This is an optimization exercise on Yosys and OpenROAD, whose aim is small area, not a production implementation.
Where RTL was checked, it was by simulation tests only, not by an equivalence proof against the original.

// mulNbit
module mulNbit(a, b, clk, cin, rst, sum, cout);
	parameter N = 32;
	input [N-1:0] a, b;
	input cin, clk, rst;
	output reg [N-1:0] sum;
	output reg cout;
  ...
Settings: LEC_CHECK=0, CAP_MARGIN=10, CORE_MARGIN=2, CORE_UTILIZATION=60, CTS_BUF_LIST=sky130_fd_sc_hd__clkbuf_4 sky130_fd_sc_hd__clkbuf_8, GPL_TIMING_DRIVEN=1, SLEW_MARGIN=10, SYNTH_HIERARCHICAL=1, SYNTH_MINIMUM_KEEP_SIZE=0; clock period 8.5 ns.
standard.sh (not shown) runs the stock make flow with config.mk's settings and CLKGATE_MAP_FILE= SYNTH_SCRIPT=/design/flow/synth_recipe.tcl, a recipe that flattens the netlist after the stock synthesis.
==> flow/flow/run.sh <==
#!/bin/bash
# The standard layout (standard.sh) with two changes:
#  - after the standard synthesis, every combinational cell is set to the
#    smallest drive strength of its family (flow/downsize.py); the resizer
#    in placement, CTS and routing upsizes what timing needs;
#  - the port buffers are the smallest buffer cell;
#  - after global routing, non-critical cells are downsized (RECOVER_POWER).
set -euo pipefail
ARGS=(BUFFER_PORTS_ARGS="-buffer_cell sky130_fd_sc_hd__buf_1" RECOVER_POWER=100)
R=orfs/results/sky130hd/mulNbit/base
bash standard.sh "${ARGS[@]}" synth > synth.log 2>&1
cp $R/1_2_yosys.v 1_2_yosys.standard.v
python3 flow/downsize.py "$FLOW_HOME/platforms/sky130hd/lib/sky130_fd_sc_hd__tt_025C_1v80.lib" $R/1_2_yosys.v > downsize.log 2>&1
rm -f $R/1_synth.odb $R/1_synth.sdc
bash standard.sh "${ARGS[@]}" finish > standard.log 2>&1
Other scripts of this flow, unchanged in this note and not shown: flow/flow/downsize.py
Next try:
Settings changed: GPL_TIMING_DRIVEN 1 to 0.
- die area does not change
- cell area is about the same
- synthesized area does not change
- routed wire length increases by a few percent
- count of clock-buffer cells in the layout stays the same
Next try:
--- a/flow/flow/run.sh
+++ b/flow/flow/run.sh
@@ -6,2 +6 @@
-#  - the port buffers are the smallest buffer cell;
-#  - after global routing, non-critical cells are downsized (RECOVER_POWER).
+#  - the port buffers are the smallest buffer cell.
@@ -9 +8 @@
-ARGS=(BUFFER_PORTS_ARGS="-buffer_cell sky130_fd_sc_hd__buf_1" RECOVER_POWER=100)
+ARGS=(BUFFER_PORTS_ARGS="-buffer_cell sky130_fd_sc_hd__buf_1")
Settings changed: GPL_TIMING_DRIVEN 0 to 1.
Result: The new run ran to the end with no violations; synthesized cell count is unchanged; final area goes up by 0.31%; via count goes down by 1.4%; wire length goes down by 4.3%; hold slack gets worse by 290 ps; area after synthesis does not change; setup slack gets better by 330 ps; first-iteration DRC count goes down by 19%.
Next try:
Settings changed: GPL_TIMING_DRIVEN 1 to 0.
Outcome: The new run went through all stages and came out clean; die area is unchanged; final area decreases slightly; synthesized area stays the same; clock-buffer cell count is unchanged; cell count decreases by a few percent.
Next try:
Settings changed: CORE_UTILIZATION 60 to 70.
Effect:
- The new run finished with timing, DRC and antenna clean
- setup slack got worse by 91 ps
- die area shrinks by roughly a tenth
- maximum frequency came out lower slightly
- critical path depth does not change
- synthesized cell count does not change
- worst hold slack improved by 18 ps
- via count came out higher by a few percent
Next try:
Settings changed: CORE_UTILIZATION 70 to 60, CTS_BUF_LIST sky130_fd_sc_hd__clkbuf_4 sky130_fd_sc_hd__clkbuf_8 to sky130_fd_sc_hd__clkbuf_8 sky130_fd_sc_hd__clkbuf_16.
What happened: Final area is about the same; die area is higher by about 16%; via count is lower by about 4.5%; non-clock buffer count is lower by 5; utilization is lower by 12 points; routed wire length is lower by 2.1%; sequential share of layout area hardly moves; global-route usage is lower by 6.8 points; worst setup slack is better by 190 ps.
No functional check of the RTL was part of any run of this note.

* * *

v40:
Another version of the RTL of mulNbit (not shown whole).
Size in the first run: roughly 1000 cells after synthesis, about 100 I/O pins, about 0.011 mm2 of cells after synthesis.
// mulNbit
module mulNbit(a, b, clk, cin, rst, sum, cout);
	parameter N = 32;
	input [N-1:0] a, b;
	input cin, clk, rst;
	output reg [N-1:0] sum;
	output reg cout;
  ...
Settings: LEC_CHECK=0, CAP_MARGIN=10, CORE_MARGIN=2, CORE_UTILIZATION=60, CTS_BUF_LIST=sky130_fd_sc_hd__clkbuf_4 sky130_fd_sc_hd__clkbuf_8, GPL_TIMING_DRIVEN=0, SLEW_MARGIN=10, SYNTH_HIERARCHICAL=1, SYNTH_MINIMUM_KEEP_SIZE=0; clock period 8.5 ns.
==> flow/flow/run.sh <==
#!/bin/bash
# The standard layout (standard.sh) with two changes:
#  - after the standard synthesis, every combinational cell is set to the
#    smallest drive strength of its family (flow/downsize.py); the resizer
#    in placement, CTS and routing upsizes what timing needs;
#  - the port buffers are the smallest buffer cell.
set -euo pipefail
ARGS=(BUFFER_PORTS_ARGS="-buffer_cell sky130_fd_sc_hd__buf_1")
R=orfs/results/sky130hd/mulNbit/base
bash standard.sh "${ARGS[@]}" synth > synth.log 2>&1
cp $R/1_2_yosys.v 1_2_yosys.standard.v
python3 flow/downsize.py "$FLOW_HOME/platforms/sky130hd/lib/sky130_fd_sc_hd__tt_025C_1v80.lib" $R/1_2_yosys.v > downsize.log 2>&1
rm -f $R/1_synth.odb $R/1_synth.sdc
bash standard.sh "${ARGS[@]}" finish > standard.log 2>&1
Other scripts of this flow, unchanged in this note and not shown: flow/flow/downsize.py
v40 finished all stages; the layout is clean.
## Diff of input files: v34 against v40
Settings: an added SETUP_SLACK_MARGIN of 0.05; an added PLACE_DENSITY of 0.75; a change of CORE_UTILIZATION from 60 to 50.
Findings:
- Every stage of the flow completed for v34, and the final layout passed the timing, DRC and antenna checks.
- Going from v40 to v34, worst path setup slack after routing rose by 0.014 ns, final cycle utilization of the critical path down 0.16 points, number of setup buffers added after CTS rose by 1, met1 routed wirelength after detailed routing went down 6.0%.
### v34 -> v56
Settings: CORE_UTILIZATION: 50 -> 60.
### Flow results
v56 did not stop at any stage, and its layout met the timing, DRC and antenna checks. Taking v34 as the reference, in v56 worst-case hold slack increased by 0.16 ns relative to the old numbers, via count rose by 225, pin count of the biggest net entering global routing flat, share of the clock period used by the worst path decreased 0.39 points, count of plain and timing-repair buffers higher. In v56 the peak per-stage delay on the critical path turned out 0.35 ns lower than in v34. For v34, the critical-path cell with the highest stage delay was sky130_fd_sc_hd__nand2_2, unlike v56, where it was sky130_fd_sc_hd__nand2_1. Across both runs, average via count per standard cell was higher for v56 than for v34.
Changes in v29 relative to v56:
Settings: changing SLEW_MARGIN from 10 to 5; changing CAP_MARGIN from 10 to 5.
## What came out
From v29 to v56, residual DRC count did not move at all. On ratio of cells with drive above 1 in the final layout, v56 tracks v29 almost exactly. Number of placed cells counting well taps essentially unchanged between v29 and v56. In the tables for v56 and v29, remaining max-slew budget at the tightest pin reads lower with v29. [v29] post-detailed-routing wire length rose about 1.1% relative to v56. Re minimum hold slack: v56 was lower than v29. Diff v56..v29 | x dimension of the die | unchanged. Going from v56 to v29, global-route wire length before repair went up 0.44%; endpoint required time on the critical path about even; core utilization has remained practically unchanged; final cell count has remained practically unchanged.
The following lists how v19 was set up differently from v29:
Settings: a deleted SETUP_SLACK_MARGIN that had been 0.05; a change of SLEW_MARGIN from 5 to 10; a change of PLACE_DENSITY from 0.75 to 0.9; a change of CAP_MARGIN from 5 to 10.
Findings:
Between v29 and v19, the cell count went up.
[v19] highest fanout seen on the critical path rose 12 relative to v29
In terms of final design area excluding fillers, v19 and v29 differ only marginally.
Time the worst path needs with I/O delays and setup up 0.066 ns in v19 wrt v29
Share of the final layout cell area in multi-input gates, v29 and v19: larger value in v29

* * *

mulNbit, a different RTL version from the one above (not shown whole).
For scale: about 0.011 mm² of cells after synthesis.
Design mulNbit, start of the top module:
module mulNbit(a, b, clk, cin, rst, sum, cout);
	parameter N = 32;
	input [N-1:0] a, b;
	input cin, clk, rst;
	output reg [N-1:0] sum;
	output reg cout;
  ...
==> flow/config.mk <==
export PLATFORM = sky130hd
export DESIGN_NAME = mulNbit
export DESIGN_NICKNAME = mulNbit
export VERILOG_FILES = /design/flow/design.v
export SDC_FILE = /design/flow/constraint.sdc
export NUM_CORES = 4
export LEC_CHECK = 0
export CAP_MARGIN = 10
export CORE_MARGIN = 2
export CORE_UTILIZATION = 60
export CTS_BUF_LIST = sky130_fd_sc_hd__clkbuf_4 sky130_fd_sc_hd__clkbuf_8
export GPL_TIMING_DRIVEN = 0
export PLACE_DENSITY = 0.8
export SETUP_SLACK_MARGIN = 0.05
export SLEW_MARGIN = 10
export SYNTH_HIERARCHICAL = 1
export SYNTH_MINIMUM_KEEP_SIZE = 0
==> flow/constraint.sdc <==
create_clock -name core_clock -period 8.5 [get_ports {clk}]
set_input_delay 1.7000 -clock core_clock [delete_from_list [all_inputs] [get_ports {clk}]]
set_output_delay 1.7000 -clock core_clock [all_outputs]
set_load 0.01 [all_outputs]
==> flow/flow/run.sh <==
#!/bin/bash
# The standard layout (standard.sh) with two changes:
#  - after the standard synthesis, every combinational cell is set to the
#    smallest drive strength of its family (flow/downsize.py); the resizer
#    in placement, CTS and routing upsizes what timing needs;
#  - the port buffers are the smallest buffer cell;
#  - after global routing, non-critical cells are downsized (RECOVER_POWER).
set -euo pipefail
ARGS=(BUFFER_PORTS_ARGS="-buffer_cell sky130_fd_sc_hd__buf_1" RECOVER_POWER=100)
R=orfs/results/sky130hd/mulNbit/base
bash standard.sh "${ARGS[@]}" synth > synth.log 2>&1
cp $R/1_2_yosys.v 1_2_yosys.standard.v
python3 flow/downsize.py "$FLOW_HOME/platforms/sky130hd/lib/sky130_fd_sc_hd__tt_025C_1v80.lib" $R/1_2_yosys.v > downsize.log 2>&1
rm -f $R/1_synth.odb $R/1_synth.sdc
bash standard.sh "${ARGS[@]}" finish > standard.log 2>&1
Other scripts of this flow, unchanged in this note and not shown: flow/flow/downsize.py
The first run produced a clean layout.
Edit:
--- a/flow/flow/run.sh
+++ b/flow/flow/run.sh
@@ -6,2 +6 @@
-#  - the port buffers are the smallest buffer cell;
-#  - after global routing, non-critical cells are downsized (RECOVER_POWER).
+#  - the port buffers are the smallest buffer cell.
@@ -9 +8 @@
-ARGS=(BUFFER_PORTS_ARGS="-buffer_cell sky130_fd_sc_hd__buf_1" RECOVER_POWER=100)
+ARGS=(BUFFER_PORTS_ARGS="-buffer_cell sky130_fd_sc_hd__buf_1")
--- a/flow/config.mk
+++ b/flow/config.mk
@@ -10 +10 @@
-export CORE_UTILIZATION = 60
+export CORE_UTILIZATION = 50
Effect:
- global-route usage shrinks by 4.1 points
- core utilization drops by 11 points
- design area rises slightly
- synthesized area does not change
- die area is higher by about a fifth
- cell count increases by a few percent
- worst hold slack improved by 9.4 ps
- routed wire length came out higher by a few percent
Edit:
--- a/flow/config.mk
+++ b/flow/config.mk
@@ -10 +10 @@
-export CORE_UTILIZATION = 50
+export CORE_UTILIZATION = 60
@@ -11,0 +12 @@
+export GPL_ROUTABILITY_DRIVEN = 0
Outcome: The new run completed without violations. Critical path depth shrinks by 1. Fmax fell by about 1%.
Function was not checked in any run of this note: the RTL went through the layout flow alone.

## afterwards: timing with drivers on the ports
No port has a modelled driver above. Below, the same layouts with a new extraction and two added sets of constraints.
Step 1, drivers: a clkbuf_16 drives clk and a buf_2 each remaining input, both assumed.
Step 2, shift: input delay + t, output delay - t, t = (earliest + latest rising clock arrival at the registers) / 2. This alone moves slack from input paths to output paths.
Slacks: no drivers / after step 1 / after step 2; pairs: no drivers / after step 1.
run	t, ns	setup slack, ns	worst data-port slew with drivers (ns)
the first run of note 1	0.376	0.610 / 0.631 / 0.255	0.05
the second run of note 1	0.386	0.280 / 0.301 / -0.085	0.06
the third run of note 1	0.371	0.612 / 0.632 / 0.260	0.05
the fourth run of note 1	0.387	0.269 / 0.290 / -0.097	0.06
the fifth run of note 1	0.371	0.178 / 0.197 / -0.174	0.06
the sixth run of note 1	0.351	0.366 / 0.392 / 0.041	0.06
v40	0.355	0.210 / 0.234 / -0.122	0.04
v34	0.363	0.224 / 0.241 / -0.122	0.04
v56	0.334	0.257 / 0.274 / -0.059	0.04
v29	0.331	0.267 / 0.283 / -0.048	0.04
v19	0.373	0.201 / 0.211 / -0.162	0.05
the first run of note 3	0.361	0.312 / 0.319 / -0.042	0.04
the second run of note 3	0.372	0.285 / 0.304 / -0.068	0.04
the third run of note 3	0.358	0.201 / 0.220 / -0.138	0.04
Met with ideal ports but missed after step 2: setup timing in 11 of these runs. For the fourth run of note 1, which loses most, drivers alone change the setup slack by +0.021 ns; drivers and shift together by -0.366 ns.
